Source: an optimization exercise on an open RTL-to-GDS flow (aim: small area, a short achievable clock period and few clock cycles). Production flows keep margins and buffers that such runs may drop.
The RTL was checked by simulation tests, not by an equivalence proof against the original design.
Power and IR drop assume default switching activity.

<file path="flow/run.sh">
#!/bin/bash
# synth_recipe.tcl (not shown) runs the flow's synth.tcl, then flattens the netlist and writes it again
# the make line also repeats each setting of config.mk as NAME=value (left out here)
make -C /OpenROAD-flow-scripts/flow DESIGN_CONFIG=/design/flow/config.mk WORK_HOME=/design/flow/orfs CLKGATE_MAP_FILE= SYNTH_SCRIPT=/design/flow/synth_recipe.tcl finish
</file>
<file path="flow/config.mk">
export PLATFORM = sky130hd
export DESIGN_NAME = CONV
export DESIGN_NICKNAME = CONV
export VERILOG_FILES = /design/flow/design.v
export SDC_FILE = /design/flow/constraint.sdc
export NUM_CORES = 4
export LEC_CHECK = 0
export CAP_MARGIN = 20
export CORE_MARGIN = 2
export CORE_UTILIZATION = 40
export SLEW_MARGIN = 20
</file>
<file path="flow/constraint.sdc">
create_clock -name core_clock -period 12.0 [get_ports {clk}]
set_input_delay 2.4000 -clock core_clock [delete_from_list [all_inputs] [get_ports {clk}]]
set_output_delay 2.4000 -clock core_clock [all_outputs]
set_load 0.01 [all_outputs]
</file>
<file path="flow/design.v">
`timescale 1ns/10ps
module  CONV(
	input		clk,
	input		reset,
	output	reg	busy,	
	input		ready,	
	output	reg [11:0]	iaddr,
	input		[19:0] idata,	
	output	reg	cwr,
	output	reg [11:0]	caddr_wr,
	output	reg [19:0]	cdata_wr,
	output	reg	crd,
	output	reg [11:0] 	caddr_rd,
	input	[19:0] 	cdata_rd,
	output	reg [2:0]	csel
	);
	reg signed [19:0] test,test1;
	reg signed [39:0] c_conv_data0, n_conv_data0, c_conv_data1, n_conv_data1;
	reg signed [19:0] con2 ,con3, con22,con33;
	reg [19:0] n_caddr_rd,n_cdata_wr;
	reg [3:0] c_state , n_state;
	reg n_busy;
	reg [11:0] n_iaddr;
	reg [11:0] c_gray_img_pos,n_gray_img_pos,n_caddr_wr; 
	reg [4:0] c_counter,n_counter;
	reg corner_test;
	reg pooling_sel,n_pooling_sel;
	reg signed [19:0] kernal1,kernal0;
	wire signed [39:0]kernal0_product,kernal1_product;
	parameter IDLE = 0, TAKE_DATA = 1, RELU = 2, RELU1 = 3, TRANS = 4 , POOLING = 5,TRANS1 = 6,
	SEL = 7,FLATTEN = 8,FLATTEN1 = 9,FLATTEN2 = 10,SEL1 = 11,FINISH = 12;
	integer i;
	assign kernal0_product = (kernal0 * $signed(idata & ({20{corner_test}}))) ;
	assign kernal1_product = (kernal1 * $signed(idata & ({20{corner_test}}))) ;	
always @( posedge clk or posedge reset) begin
	if(reset)begin 
		c_state <= IDLE;
	end
	else begin
		c_state <= n_state;		
	end
end	
always @(*) begin
	case(c_state)
		IDLE : 
			n_state = TAKE_DATA;
		TAKE_DATA : 
			n_state = (c_counter == 5'd19) ? RELU : TAKE_DATA;
		RELU : 
			n_state = RELU1;
		RELU1 : 
			n_state = TRANS;
		TRANS :
			n_state = (c_gray_img_pos == 4095) ? POOLING : TAKE_DATA;
		POOLING :
			n_state = (c_counter == 4'd5) ? TRANS1 : POOLING;
		TRANS1 :
			n_state = (caddr_wr == 10'd1023) ? SEL : POOLING ;
		SEL :
			n_state = (pooling_sel == 1) ? FLATTEN : POOLING;
		FLATTEN :
			n_state = FLATTEN1;
		FLATTEN1 :
			n_state = FLATTEN2;
		FLATTEN2 :
			n_state = (caddr_rd == 1024)? SEL1 : FLATTEN;
		SEL1 :
			n_state = (pooling_sel == 0) ? FLATTEN : FINISH;
		FINISH :
			n_state = FINISH;
		default :
			n_state = c_state;
	endcase
end
always @(posedge clk or posedge reset) begin
	if(reset) begin
		busy <= 0; 
	end
	else begin
		case(c_state)
			IDLE :
				busy <= 1;
			TAKE_DATA :
				busy <= 1;
			RELU :
				busy <= 1;
			RELU1 :
				busy <= 1;
			TRANS :
				busy <= 1;
			POOLING :
				busy <= 1;
			TRANS1 :
				busy <= 1;
			SEL :
				busy <= 1;
			FLATTEN :
				busy <= 1;
			FLATTEN1 :
				busy <= 1;
			FLATTEN2 :
				busy <= 1;	
			SEL1 :
				busy <= 1;			
			default :
				busy <= 0;
		endcase
	end
end
always @(posedge clk or posedge reset) begin
	if(reset) begin
		pooling_sel <= 0; 
	end
	else begin
		pooling_sel <= n_pooling_sel;
	end
end
always @(*)begin
	case(c_state)
		SEL :
			n_pooling_sel <= (pooling_sel) ? 0 : 1;
		SEL1 :
			n_pooling_sel <= 1;
		default :
			n_pooling_sel <= pooling_sel;
	endcase
end
always @(posedge clk or posedge reset)begin
	if(reset)
		cwr <= 0;
	else begin
		case(c_state)
			RELU :
				cwr <= 1 ;
			RELU1 :
				cwr <= 1;
			POOLING :
				cwr <= (c_counter == 4'd5) ? 1 : 0;
			FLATTEN1 :
				cwr <= 1;
			default :
				cwr <= 0;
		endcase
	end
end
always @(posedge clk or posedge reset)begin
	if(reset)
		csel <= 3'b000;
	else begin
		case(c_state)
			RELU :
				csel <= 3'b001;
			RELU1 :
				csel <= 3'b010;
			POOLING : begin
				if(pooling_sel)
					csel <= (c_counter == 4'd5) ? 3'b100 : 3'b010 ;
				else	
					csel <= (c_counter == 4'd5) ? 3'b011 : 3'b001 ;
			end
			FLATTEN :
				csel <= (pooling_sel)? 3'b100 : 3'b011;
			FLATTEN1 :
				csel <= 3'b101;
			default :
				csel <= 3'b000;
		endcase
	end	
end
always @(posedge clk or posedge reset)begin
	if(reset)
		crd <= 3'b000;
	else begin
		case(c_state)
			POOLING :
				crd <= (c_counter == 4'd5) ? 0 : 1;
			FLATTEN :
				crd <= 1;
			default :
				crd <= 0;
		endcase
	end	
end
always @(posedge clk or posedge reset)begin
	if(reset) begin
		iaddr <= 0 ;
	end
	else begin
		case(c_state)
			TAKE_DATA :
				iaddr <= n_iaddr;
			default :
				iaddr <= 0;
		endcase
	end
end
always @(*)begin
	case (c_state)
		TAKE_DATA : 
			case(c_counter)
				5'd0 : 
					n_iaddr = c_gray_img_pos - 7'd65;
				5'd2 :
					n_iaddr = c_gray_img_pos - 7'd64;
				5'd4 :
					n_iaddr = c_gray_img_pos - 7'd63;
				5'd6 :
					n_iaddr = c_gray_img_pos - 7'd1;
				5'd8 :
					n_iaddr = c_gray_img_pos ;
				5'd10 :
					n_iaddr = c_gray_img_pos + 7'd1;
				5'd12 :
					n_iaddr = c_gray_img_pos + 7'd63;
				5'd14 :
					n_iaddr = c_gray_img_pos + 7'd64;
				5'd16 :
					n_iaddr = c_gray_img_pos + 7'd65;
				default :
					n_iaddr = iaddr;
			endcase
		default :
			n_iaddr = c_gray_img_pos;
	endcase
end
always @(posedge clk or posedge reset)begin
	if(reset)
		caddr_rd <= 0;
	else begin
		caddr_rd <= n_caddr_rd;
	end
end
always @(*)begin
	case(c_state)
		POOLING : 
			case(c_counter)
				4'd0 :
					n_caddr_rd = c_gray_img_pos;
				4'd1 :
					n_caddr_rd = c_gray_img_pos + 7'd1;
				4'd2 :
					n_caddr_rd = c_gray_img_pos + 7'd64;
				4'd3 :
					n_caddr_rd = c_gray_img_pos + 7'd65;
				default:
					n_caddr_rd = c_gray_img_pos;
			endcase
		SEL : 
			n_caddr_rd = (pooling_sel) ? 0 : caddr_rd;
		FLATTEN1 :
			n_caddr_rd =  caddr_rd + 1;
		SEL1 :
			n_caddr_rd = 0;
		default : 
			n_caddr_rd = caddr_rd;
	endcase
end
always @(posedge clk or posedge reset) begin
	if(reset)begin
		c_gray_img_pos <= 0;
	end
	else 
		c_gray_img_pos <= n_gray_img_pos;
end
always @(*)begin
	case(c_state)
		TRANS :
			n_gray_img_pos = (c_gray_img_pos == 4095) ? 0 : c_gray_img_pos + 1 ;
		TRANS1 : begin
			if(c_gray_img_pos[5:0] == 6'b111110)
				n_gray_img_pos = c_gray_img_pos + 66;
			else
				n_gray_img_pos =  c_gray_img_pos + 2 ;
			end
		default :
			n_gray_img_pos = c_gray_img_pos;
	endcase
end
always @(posedge clk or posedge reset) begin
	if(reset)begin
		caddr_wr <= 0;
	end
	else 
		caddr_wr <= n_caddr_wr;
end
always @(*)begin
	case(c_state)
		TRANS :
			n_caddr_wr = (c_gray_img_pos == 4095) ? 0 : caddr_wr + 1 ;
		TRANS1 : 
			n_caddr_wr = caddr_wr + 1;
		SEL : 
			n_caddr_wr = (pooling_sel) ? 0 : caddr_wr;
		FLATTEN2 : 
			n_caddr_wr = (caddr_rd == 1024)? 1 : caddr_wr + 2;
		default :
			n_caddr_wr = caddr_wr;
	endcase
end
always @(posedge clk or posedge reset)begin
	if(reset) begin
		c_counter <= 0;
	end
	else begin
		c_counter <= n_counter;
	end
end
always @(*)begin
	case(c_state)
		TAKE_DATA :
			n_counter = (c_counter == 5'd19) ? 0 : c_counter + 1; 
		POOLING :
			n_counter = (c_counter == 4'd5) ? 0 : c_counter + 1;
		default :
			n_counter = c_counter;
	endcase
end
always @(posedge clk or posedge reset)begin
	if(reset)
		cdata_wr <=0;
	else
		cdata_wr <= n_cdata_wr;
end
always @(*) begin
	case(c_state)
		RELU : begin
			if(c_conv_data0[19] == 1 )
				n_cdata_wr = 0;
			else begin
				n_cdata_wr = c_conv_data0[19:0];
			end
		end
		RELU1 : begin
			if(c_conv_data1[19] == 1 )
				n_cdata_wr = 0;
			else begin
				n_cdata_wr = c_conv_data1[19:0];
			end
		end
		POOLING :
			n_cdata_wr = c_conv_data0[19:0];
		FLATTEN1 :
			n_cdata_wr = cdata_rd;
		default :
			n_cdata_wr = 0;
	endcase	
end
always @(posedge clk or posedge reset)begin
	if(reset)begin
		c_conv_data0 <= 0;
	end
	else begin
		c_conv_data0 <= n_conv_data0;
	end
end
always @(*)begin
	con2 = 20'd0;
	case(c_state)
		TAKE_DATA :
			case(c_counter)
				5'd2 : begin            
					n_conv_data0 =  c_conv_data0 + kernal0_product;
				end
				5'd4 : begin
					n_conv_data0 =  c_conv_data0 + kernal0_product;
				end
				5'd6 : begin
					n_conv_data0 =  c_conv_data0 + kernal0_product;
				end
				5'd8 : begin				
					n_conv_data0 =  c_conv_data0 + kernal0_product;					
				end 
				5'd10 : begin				
					n_conv_data0 =  c_conv_data0 + kernal0_product;
 				end
				5'd12 : begin
					n_conv_data0 =  c_conv_data0 + kernal0_product;					
				end
				5'd14 : begin
					n_conv_data0 =  c_conv_data0 + kernal0_product;							
				end
				5'd16 : begin
					n_conv_data0 =  c_conv_data0 + kernal0_product;
				end
				5'd18 : begin 
					n_conv_data0 =  c_conv_data0 + kernal0_product;	
				end
				5'd19 : begin
					con2  = {c_conv_data0[39] , c_conv_data0 [34:16]} + $signed(20'h01310);
					if(c_conv_data0[15] == 1)
						n_conv_data0 = con2 + 1;
					else 
						n_conv_data0 = con2 ;						
				end
				default : 
					n_conv_data0 = c_conv_data0;
			endcase
		TRANS :
			n_conv_data0 = 0;
		POOLING :
			case(c_counter)
				5'd0 :
					n_conv_data0 = 0;
				5'd1 : begin
					if(cdata_rd > c_conv_data0[19:0])
						n_conv_data0 = cdata_rd;
					else begin
						n_conv_data0 = c_conv_data0;
					end
				end
				5'd2 : begin
					if(cdata_rd > c_conv_data0[19:0])
						n_conv_data0 = cdata_rd;
					else begin
						n_conv_data0 = c_conv_data0;
					end
				end
				5'd3 : begin
					if(cdata_rd > c_conv_data0[19:0])
						n_conv_data0 = cdata_rd;
					else begin
						n_conv_data0 = c_conv_data0;
					end
				end
				5'd4 : begin
					if(cdata_rd > c_conv_data0[19:0])
						n_conv_data0 = cdata_rd;
					else begin
						n_conv_data0 = c_conv_data0;
					end
				end
				default:
					n_conv_data0 = c_conv_data0;
			endcase
		default :
			n_conv_data0 = c_conv_data0;
	endcase
end
always @(posedge clk or posedge reset)begin
	if(reset)begin
		c_conv_data1 <= 0;
	end
	else begin
		case(c_state)
			TAKE_DATA :
				c_conv_data1 <= n_conv_data1;
			default :
				c_conv_data1 <= n_conv_data1;
		endcase	
	end
end
always @(*)begin
	con22 = 20'd0;
	case(c_state)
		TAKE_DATA :
			case(c_counter)
				5'd2 : begin            
					n_conv_data1 =  c_conv_data1 + kernal1_product;
				end
				5'd4 : begin
					n_conv_data1 =  c_conv_data1 + kernal1_product;
				end
				5'd6 : begin
					n_conv_data1 =  c_conv_data1 + kernal1_product;
				end
				5'd8 : begin				
					n_conv_data1 =  c_conv_data1 + kernal1_product;					
				end 
				5'd10 : begin				
					n_conv_data1 =  c_conv_data1 + kernal1_product;
 				end
				5'd12 : begin
					n_conv_data1 =  c_conv_data1 + kernal1_product;					
				end
				5'd14 : begin
					n_conv_data1 =  c_conv_data1 + kernal1_product;							
				end
				5'd16 : begin
					n_conv_data1 =  c_conv_data1 + kernal1_product;
				end
				5'd18 : begin 
					n_conv_data1 =  c_conv_data1 + kernal1_product;	
				end
				5'd19 : begin
					con22  = {c_conv_data1[39] , c_conv_data1[34:16]} + $signed(20'hF7295);
						if(c_conv_data1[15])
							n_conv_data1 = con22 + 1;
						else 
							n_conv_data1 = con22 ;
				end
				default : 
					n_conv_data1 = c_conv_data1;
			endcase	
		TRANS :
			n_conv_data1 = 0;
		default :
			n_conv_data1 = c_conv_data1;
	endcase
end
always @(*)begin
	case(c_state)
		TAKE_DATA :
			case(c_counter)
				5'd1 : begin           
						kernal0 = 20'h0A89E;
				end
				5'd2 : begin
						kernal0 = 20'h0A89E;
				end
				5'd3 : begin
						kernal0 = 20'h092D5;
				end
				5'd4 : begin
						kernal0 = 20'h092D5;				
				end 
				5'd5 : begin				
						kernal0 = 20'h06D43;
 				end
				5'd6: begin
						kernal0 = 20'h06D43;						
				end
				5'd7: begin
						kernal0 = 20'h01004;					
				end
				5'd8: begin
						kernal0 = 20'h01004;
				end
				5'd9: begin 
						kernal0 = 20'hF8F71;	
				end
				5'd10: begin 
						kernal0 = 20'hF8F71;	
				end
				5'd11: begin 
						kernal0 = 20'hF6E54;	
				end
				5'd12: begin 
						kernal0 = 20'hF6E54;	
				end
				5'd13: begin 
						kernal0 = 20'hFA6D7;	
				end
				5'd14: begin 
						kernal0 = 20'hFA6D7;	
				end
				5'd15: begin 
						kernal0 = 20'hFC834;	
				end
				5'd16: begin 
						kernal0 = 20'hFC834;	
				end
				5'd17: begin 
						kernal0 = 20'hFAC19;	
				end
				5'd18: begin 
						kernal0 = 20'hFAC19;	
				end
				default : 
					kernal0 = 0;
			endcase	
		default :
			kernal0 = 0;
	endcase
end
always @(*)begin
	case(c_state)
		TAKE_DATA :
			case(c_counter)
				5'd1 : begin           
						kernal1 = 20'hFDB55;
				end
				5'd2 : begin
						kernal1 = 20'hFDB55;
				end
				5'd3 : begin
						kernal1 = 20'h02992;		
				end 
				5'd4 : begin				
						kernal1 = 20'h02992;
 				end
				5'd5 : begin
						kernal1 = 20'hFC994;			
				end
				5'd6 : begin
						kernal1 = 20'hFC994;					
				end
				5'd7 : begin
						kernal1 = 20'h050FD;
				end
				5'd8 : begin 
						kernal1 = 20'h050FD;
				end
				5'd9 : begin 
						kernal1 = 20'h02F20;
				end
				5'd10 : begin 
						kernal1 = 20'h02F20;
				end
				5'd11 : begin 
						kernal1 = 20'h0202D;
				end
				5'd12 : begin 
						kernal1 = 20'h0202D;
				end
				5'd13 : begin 
						kernal1 = 20'h03BD7;
				end
				5'd14 : begin 
						kernal1 = 20'h03BD7;
				end
				5'd15 : begin 
						kernal1 = 20'hFD369;
				end
				5'd16 : begin 
						kernal1 = 20'hFD369;
				end
				5'd17 : begin 
						kernal1 = 20'h05E68;
				end
				5'd18 : begin 
						kernal1 = 20'h05E68;
				end				
				default : 
					kernal1 = 0;
			endcase	
		default :
			kernal1 = 0;
	endcase
end
always @(posedge clk or posedge reset )begin
	if(reset)begin
		corner_test <= 0;
	end
	else begin
		case(c_state)
			TAKE_DATA :
				case(c_counter)
					5'd1 : begin            
						if(c_gray_img_pos < 64 || c_gray_img_pos[5:0] == 0)begin
							corner_test <= 0;
						end
						else begin
							corner_test <= 1;
						end
					end
					5'd3 : begin
						if(c_gray_img_pos < 64)begin
							corner_test <= 0;
						end
						else begin
							corner_test <= 1;
						end
					end
					5'd5 : begin
						if(c_gray_img_pos < 64 || c_gray_img_pos[5:0] == 6'b111111)begin
							corner_test <= 0;
						end
						else begin
							corner_test <= 1;
						end
					end
					5'd7 : begin
						if(c_gray_img_pos[5:0] == 0)begin
							corner_test <= 0;
						end
						else begin
							corner_test <= 1;
						end				
					end 
					5'd9 : begin				
							corner_test <= 1;
	 				end
					5'd11: begin
						if(c_gray_img_pos[5:0] == 6'b111111)begin
							corner_test <= 0;
						end
						else begin
							corner_test <= 1;
						end					
					end
					5'd13: begin
						if(c_gray_img_pos[5:0] == 0 || c_gray_img_pos > 12'd4031)begin
							corner_test <= 0;
						end
						else begin
							corner_test <= 1;
						end					
					end
					5'd15: begin
						if(c_gray_img_pos > 12'd4031)begin
							corner_test <= 0;
						end
						else begin
							corner_test <= 1;
						end
					end
					5'd17: begin 
						if(c_gray_img_pos > 12'd4031 || c_gray_img_pos[5:0] == 6'b111111)begin
							corner_test <= 0;
						end
						else begin
							corner_test <= 1;
						end	
					end
					default : 
						corner_test <= corner_test;
				endcase
		endcase
	end
end
endmodule
</file>
==> flow_summary.yaml <==
setup_path:
  cp_num_buf_inv: 6
  rrSetupSlack_ns: 1.59
  timing.critical_path.from_type: "flop"
  r2r_start: "c_state[0]"
  critPathMaxFanout: 26
  cpPeakStageDelay_ns: 0.84
  critical_path_capture_point_type: "flop"
  critPathTopFamily: "adder cells"
  crit_path_top_delay_cell: "sky130_fd_sc_hd__dfrtp_1"
  path_common_cell: "sky130_fd_sc_hd__fa_1"
  crit_required_ns: 12.36
  worstReg2RegEnd: "c_conv_data0[37]"
  path_class: "flop to flop"
  timing.reg2reg.worst_path_depth: 30
  worstPathArrival_ns: 10.77
job:
  timing.max_cap.violations: 0
die:
  design.portCount: 105
  core_region_area_um2: 107000
  dieArea_um2: 110000
  die_h_um: 332
  initial_utilization: 0.402
  die-width_um: 332
  rows: 120
global_route:
  grt_overflow_total: 0
  grt_first_pass_wirelength_um: 205000
  initial_antenna_violation_count: 2
  grt_max_degree: 61
  vias_in_the_first_global_route: 35800
  groute.usage.overall: 0.242
worst_hold_path:
  holdCritPathClass: "flop to flop"
  worst_hold_path.num_cells: 2
  hold_end: "iaddr[3]"
  worst_hold_startpoint: "iaddr[3]"
placement:
  finalWeightedCongestion: 0.959
  post_dp_cell_area_um2: 45600
  buffers_added_on_ports: 103
  post-dp-hpwl_um: 107000
final_layout:
  final_area_um2: 46200
  fraction_of_final_layout_cells_with_drive_strength_greater_than_1: 0.0311
  layout.core_utilization: 0.433
  num-fill-cells: 10800
  areaGrowthSynthToFinish_pct: 7.68
  design.final.nets: 6344
  mostFrequentLayoutCells: "1253 x sky130_fd_sc_hd__inv_1, 857 x sky130_fd_sc_hd__fa_1, 596 x sky130_fd_sc_hd__nand2_1"
  most_common_library_cell_in_the_layout_ignoring_fill_and_taps: "sky130_fd_sc_hd__inv_1"
power:
  ir_drop_mv: 0.103
  post-layout-total-power_w: 0.00120
  total_leakage_power_nw: 24.2
  power_per_cell_area_nw_per_um2: 26.0
clock_network:
  clk_latency_ns: 0.52
  cts_buffers: 17
  h-tree-depth: 4
  tritoncts: "yes"
  cts.reportedPaths.clkPinSlew_ns: 0.09
  ctsHoldBuffers: 0
  postCtsResizedCells: 0
  clock_root_buffer_master: "sky130_fd_sc_hd__clkbuf_16"
  cts.path.max_buffers: 2
  post-cts-setup-buffer-count: 0
  numClockSinks: 165
detailed_routing:
  avgViaCountPerCell: 5.35
  number_of_violations_reported_at_the_end_of_detailed_routing_iteration_0: 2973
  post-route-drc-count: 0
  drt-pass1-iter-count: 9
  via_count: 35000
  routed_wirelength_um: 129000
  drt-wirelength-per-cell_um: 19.6
  antenna_violating_nets_post_route: 0
yosys:
  ys_async_sr_fraction: 1.00
  synth.yosys.seq_area_share: 0.0962
  netlist-cell-type-count: 78
  syn_area_um2: 42900
  dominantRegCellSynth: "sky130_fd_sc_hd__dfrtp_1"
  synth_enable_flop_cells: 0
  synth_seq_cells: 165
  avgSynthCellArea_um2: 8.36
  yosysWarningCount: 1
  synth_nets: 6346
  synth_cells: 5131
sta:
  grt_setup_unrepaired: "false"
  final.hold.worst_slack_ns: 0.482
  timing_max_transition_violations_final: 0
  worst-slew-pin-transition_ns: 1.24
  final.setup.tns_ns: 0
  min_period_over_period: 0.867
  finalClockSkew_ns: 0.0189
  hold_viol: 0
  max_slew_margin: 0.167
  final_number_of_setup_violating_endpoints: 0
  clock.fmax_ghz: 0.0961
  final.min_clock_period_ns: 10.41
outcome:
  outcome: "finished clean"
worst min-delay path, stage by stage, from the launching register on:
cell	delay, ns
sky130_fd_sc_hd__dfrtp_1	0.35
sky130_fd_sc_hd__nand2_1	0.05
sky130_fd_sc_hd__nand2_1	0.05
registers in the layout, summed over array words and instances, names as in the netlist:
| signal | flops |
|---|---|
| caddr_wr | 12 |
| c_counter | 5 |
| csel | 3 |
| c_gray_img_pos | 12 |
| busy | 1 |
| iaddr | 12 |
| c_state | 4 |
| caddr_rd | 12 |
| crd | 1 |
| corner_test | 1 |
| cdata_wr | 20 |
| pooling_sel | 1 |
| c_conv_data0 | 40 |
| c_conv_data1 | 40 |
| cwr | 1 |
area by class of cell:
| cell class | count | area [um2] | share of cell area |
|---|---|---|---|
| diodes | 1 | 2.50 | 0.0000542 |
| clock buffers | 18 | 439 | 0.00951 |
| clock inverters | 14 | 156 | 0.00339 |
| inverters | 1256 | 4720 | 0.102 |
| multi-input cells | 3499 | 33300 | 0.721 |
| flip-flops and latches | 165 | 4130 | 0.0894 |
| well taps | 1403 | 1760 | 0.0380 |
| repair buffers | 190 | 1680 | 0.0365 |
Yosys cell counts (all sizes together), types with 15 or more instances:
master	n	share of area
inv	1255	0.11
fa	858	0.40
nand2	596	0.052
nor2	509	0.045
ha	314	0.092
o21ai	235	0.027
a21oi	209	0.025
clkbuf	194	0.017
dfrtp	165	0.096
xnor2	119	0.024
nand3	79	0.0092
a21o	51	0.0089
xor2	46	0.0094
nor3	40	0.0047
a211oi	38	0.0069
a31oi	33	0.0048
and2	33	0.0048
and3	27	0.0039
nand2b	25	0.0036
a222oi	20	0.0047
nor2b	19	0.0028
o221ai	18	0.0037
buf	17	0.0017
nand4	17	0.0025
o211ai	17	0.0030
o21a	16	0.0028
nor4	15	0.0022
through the flow:
| step | setup WS [ns] | std cells |
|---|---|---|
| after CTS | 1.67 | 6545 |
| after global routing | 1.04 | 6545 |
| final | 1.59 | 6546 |
| after detailed placement | 1.22 | 6513 |
| after global placement | 1.27 | 6513 |
| after floorplan | 2.30 | 5131 |
per-layer routing:
| metal | up-vias | GRT usage | routed length [um] |
|---|---|---|---|
| met5 | - | 0 | 0 |
| met4 | 0 | 0.112 | 6640 |
| met3 | 218 | 0.0433 | 10700 |
| met2 | 1393 | 0.381 | 58600 |
| met1 | 17700 | 0.324 | 52600 |
| li1 | 15700 | - | - |
worst max-delay path by stage:
stage          slack (ns)  depth (start not counted)                to        from
2_1_floorplan        2.30                         27  c_conv_data1[36]    idata[0]
3_3_place_gp         1.27                         26  c_conv_data1[36]    idata[2]
6_report             1.59                         30  c_conv_data0[37]  c_state[0]
4_1_cts              1.67                         30  c_conv_data0[37]  c_state[0]
5_1_grt              1.04                         30  c_conv_data0[37]  c_state[0]
3_5_place_dp         1.22                         26  c_conv_data1[36]    idata[2]
where the power goes:
| part | leakage, nW | total, W | switching (W) | internal, W |
|---|---|---|---|---|
| Clock | 0.289 | 0.000606 | 0.000322 | 0.000284 |
| Combinational | 21.7 | 0.0000397 | 0.0000232 | 0.0000166 |
| Sequential | 2.25 | 0.000555 | 0 | 0.000555 |
| Total | 24.2 | 0.00120 | 0.000345 | 0.000856 |
kinds of logic after synthesis:
| family | count (synthesis) | synth area share |
|---|---|---|
| simple gates | 1394 | 0.136 |
| mux | 5 | 0.00122 |
| compound gates | 763 | 0.112 |
| flops | 165 | 0.0962 |
| xor+xnor | 165 | 0.0337 |
| buf+inv | 1467 | 0.129 |
| fa+ha+maj | 1172 | 0.492 |
Testbench counts, summed over its fixed seeds: cycles 1,089,584.

-- port drivers added, routing unchanged --
Ports are ideal in the flow. The routed layout listed here was re-timed in OpenROAD.
Step 1 assumes that a clkbuf_16 drives the clock port and a buf_2 every other input.
Step 2 moves the port delays by t, midway between the first and last clock arrival at a register: inputs arrive t later, outputs are due t later. That takes back most of the time a late clock gives input paths.
Three values: ideal, step 1, step 2; two values: the first two.
t (ns): 0.585
setup slack, ns: 1.591 / 1.591 / 1.102
worst setup path at the end: input to register
worst slew at a driven data input, ns: 0.11
After both steps this run still meets setup and hold. For this run, drivers alone change the setup slack by 0.000 ns; drivers and shift together by -0.489 ns.
